From an optimization exercise on the open Yosys and OpenROAD flow, aimed at small area; shortcuts taken in it are not production practice.
Only simulation tests tie the RTL to the original design; equivalence was not proved.
No driver is modelled on the clock port, so clock power and skew are understated where the tree is cut down; a real chip needs a root buffer or a tree.
Power figures rest on the tool's default switching activity, not on a simulated workload.

// uart_core
module uart_core(
    input logic clk,
    input logic rst,
    input logic [7:0] tx_d,
    input logic tx_send,
    output logic tx_rdy,
    output logic tx,
    input logic rx,
    output logic [7:0] rx_d,
    output logic rx_rdy);
    uart_recv uart_recv(
        .clk(clk),
        .rst(rst),
        .rx(rx),
        .d(rx_d),
        .rdy(rx_rdy)
    );
    uart_send uart_send(
        .clk(clk),
        .rst(rst),
        .d(tx_d),
        .send(tx_send),
        .rdy(tx_rdy),
        .tx(tx)
    );
endmodule
For scale: ~1500 um2 of cells after synthesis.
==> module uart_send, before the edit <==
module uart_send (
    input  logic       clk,
    input  logic       rst,
    input  logic [7:0] d,
    input  logic       send,
    output logic       rdy,
    output logic       tx);
    logic        send_prev;
    logic        tx_q;
    logic [10:0] ring;
    logic [1:0]  a;
    logic [2:0]  b;
    logic [4:0]  c;
    wire idle  = b == 3'b010;
    wire start = idle & ~send_prev & send;
    wire tick  = a[0] & a[1] & b[0] & b[1] & ~b[2] & c[0] & ~c[1] & ~c[3] & c[4];
    wire fin   = ring[0] & ring[1] & ring[2] & ring[3] & ring[4] & ring[5] & ring[6] & ring[7] & ring[10] & a[0] & b[0] & ~b[1] & ~b[2] & c[0] & ~c[1] & c[2] & c[4];
    assign rdy = idle;
    assign tx  = tx_q;
    always_ff @(posedge clk) begin
        send_prev <= rst | send;
        a <= start ? 2'b00 : {~a[0], a[1]};
        b <= (rst | fin) ? 3'b010 : start ? 3'b000 : {~b[1], ~b[0], (b[0] ^ b[2])};
        c <= start ? 5'b11100 : {~c[3], ~c[2], ~c[1], ~c[0], (c[1] ^ c[4])};
        ring[0] <= start ? ~d[1] : ~ring[1];
        ring[1] <= start ? ~d[0] : ~ring[2];
        ring[2] <= start ? 1'b1 : ~ring[3];
        ring[3] <= start ? 1'b1 : ~ring[4];
        ring[4] <= start ? 1'b0 : ~ring[5];
        ring[5] <= start ? ~d[7] : ~ring[6];
        ring[6] <= start ? ~d[6] : ~ring[7];
        ring[7] <= start ? ~d[5] : ~ring[8];
        ring[8] <= start ? ~d[4] : ~ring[9];
        ring[9] <= start ? ~d[3] : ~ring[10];
        ring[10] <= start ? ~d[2] : (~ring[0] & ~tick);
        if (rst)       tx_q <= 1'b1;
        else if (tick) tx_q <= ~ring[0];
    end
endmodule
==> flow/config.mk <==
export PLATFORM = sky130hd
export DESIGN_NAME = uart_core
export DESIGN_NICKNAME = uart_core
export VERILOG_FILES = /design/flow/design.v
export SDC_FILE = /design/flow/constraint.sdc
export NUM_CORES = 4
export LEC_CHECK = 0
export CAP_MARGIN = 20
export CORE_MARGIN = 2
export CORE_UTILIZATION = 40
export SLEW_MARGIN = 20
==> flow/constraint.sdc <==
create_clock -name core_clock -period 10.0 [get_ports {clk}]
set_input_delay 2.0000 -clock core_clock [delete_from_list [all_inputs] [get_ports {clk}]]
set_output_delay 2.0000 -clock core_clock [all_outputs]
set_load 0.01 [all_outputs]
standard.sh (not shown) runs the stock make flow with config.mk's settings and CLKGATE_MAP_FILE= SYNTH_SCRIPT=/design/flow/synth_recipe.tcl, a recipe that flattens the netlist after the stock synthesis.
==> flow/flow/run.sh <==
#!/bin/bash
# Own layout flow: the standard flow (standard.sh: standard synthesis,
# floorplan, power grid and tap cells, placement, routing) with these changes:
#  - the combinational logic of the standard synthesis netlist is re-mapped
#    for area by ABC (resynth.sh) with each of the abc_*.script scripts, and
#    the smallest result is kept; register instances are kept as they are;
#  - after the floorplan, every combinational cell is set to its smallest
#    drive strength (downsize.tcl; repair_design upsizes any that need it);
#  - input and output ports are buffered with buf_1;
#  - after clock tree synthesis the tree is replaced by 4 buffers, each
#    driving a quarter of the registers, all driven by the clock port
#    (clock_tree.tcl).
# Each tool's output goes to a log file here (and ORFS's own logs).
set -euo pipefail
HERE=$(cd "$(dirname "$0")" && pwd)
RES=orfs/results/$FLOW_PLATFORM/uart_core/base
LIB=$FLOW_HOME/platforms/$FLOW_PLATFORM/lib/sky130_fd_sc_hd__tt_025C_1v80.lib

bash standard.sh synth > synth.log 2>&1
cp $RES/1_2_yosys.v standard_synth.v
best=""
best_area=""
for s in $HERE/abc_*.script; do
  n=$(basename $s .script)
  bash $HERE/resynth.sh standard_synth.v resynth_$n.v $s $LIB > resynth_$n.log 2>&1
  a=$(awk '/Chip area for top module/ {print $NF}' resynth_$n.v.stat)
  echo "$n $a" >> resynth_areas.txt
  if [[ -z "$best" ]] || awk -v a="$a" -v b="$best_area" 'BEGIN{exit !(a < b)}'; then
    best=$n; best_area=$a
  fi
done
echo "kept $best $best_area" >> resynth_areas.txt
cp resynth_$best.v $RES/1_2_yosys.v
touch $RES/1_2_yosys.v

export POST_FLOORPLAN_TCL=$HERE/downsize.tcl
export POST_CTS_TCL=$HERE/clock_tree.tcl
export BUFFER_PORTS_ARGS="-buffer_cell sky130_fd_sc_hd__buf_1"
bash standard.sh > standard_flow.log 2>&1
Other scripts of this flow, unchanged in this note and not shown: flow/flow/abc_2.script, flow/flow/abc_4.script, flow/flow/abc_41.script, flow/flow/abc_5.script, flow/flow/clock_tree.tcl, flow/flow/downsize.tcl, flow/flow/resynth.sh
The baseline finished with timing, DRC and antenna clean.
==> next run, changes <==
--- a/flow/design.v
+++ b/flow/design.v
@@ -3,26 +3,26 @@
     input  logic       clk,
     input  logic       rst,
     input  logic [7:0] d,
     input  logic       send,
     output logic       rdy,
     output logic       tx);
-    logic        send_prev;
+    logic        send_prev_n;    
     logic        tx_q;
     logic [10:0] ring;
     logic [1:0]  a;
     logic [2:0]  b;
     logic [4:0]  c;
     wire idle  = b == 3'b010;
-    wire start = idle & ~send_prev & send;
+    wire start = idle & send_prev_n & send;
     wire tick  = a[0] & a[1] & b[0] & b[1] & ~b[2] & c[0] & ~c[1] & ~c[3] & c[4];
     wire fin   = ring[0] & ring[1] & ring[2] & ring[3] & ring[4] & ring[5] & ring[6] & ring[7] & ring[10] & a[0] & b[0] & ~b[1] & ~b[2] & c[0] & ~c[1] & c[2] & c[4];
     assign rdy = idle;
     assign tx  = tx_q;
     always_ff @(posedge clk) begin
-        send_prev <= rst | send;
+        send_prev_n <= ~(rst | send);
         a <= start ? 2'b00 : {~a[0], a[1]};
         b <= (rst | fin) ? 3'b010 : start ? 3'b000 : {~b[1], ~b[0], (b[0] ^ b[2])};
         c <= start ? 5'b11100 : {~c[3], ~c[2], ~c[1], ~c[0], (c[1] ^ c[4])};
         ring[0] <= start ? ~d[1] : ~ring[1];
         ring[1] <= start ? ~d[0] : ~ring[2];
         ring[2] <= start ? 1'b1 : ~ring[3];
The changed run completed without violations.
Routed wire length is lower by a little under a tenth.
Register-to-register slack improved by 0.04 ns.
Worst setup slack gains 0.092 ns.
Clock skew is lower by 0.0063 ns.
Combinational power shrinks slightly.
Global-route usage shrinks by 0.89 points.
Critical path depth rose by 1.
Power stays flat.
First-iteration DRC count rose to 2.7 times its value.
In every run of this note, the design's own scripts or RTL, not TritonCTS, make the clock network.

[afterwards: timing with drivers on the ports]
The results above use ideal ports. As a check the final layouts listed here were re-extracted and re-timed, cells and wires unchanged. Step 1 (the two cells are an assumption about what drives the block):
set clk [get_ports {clk}]
set_driving_cell -lib_cell sky130_fd_sc_hd__clkbuf_16 $clk
set_driving_cell -lib_cell sky130_fd_sc_hd__buf_2 [delete_from_list [all_inputs] $clk]
Step 2 also shifts input and output timing later by t, the mid clock arrival at the registers, as if the neighbouring blocks saw the same clock. Three values: no drivers, after step 1, after step 2; two values: the first two.
run | t (ns) | slack for setup (ns) | worst setup path at the end | slew at the worst register clock pin (ns) | pins driven straight from the clock port
the first run | 0.172 | 6.443 / 6.471 / 6.299 | input to register | 0.09 / 0.09 | 4
the second run | 0.172 | 6.535 / 6.570 / 6.398 | input to register | 0.09 / 0.09 | 4
After both steps every run listed still meets setup and hold. The setup slack of the first run, which loses most, moves by +0.028 ns with the drivers and by -0.144 ns with both steps.
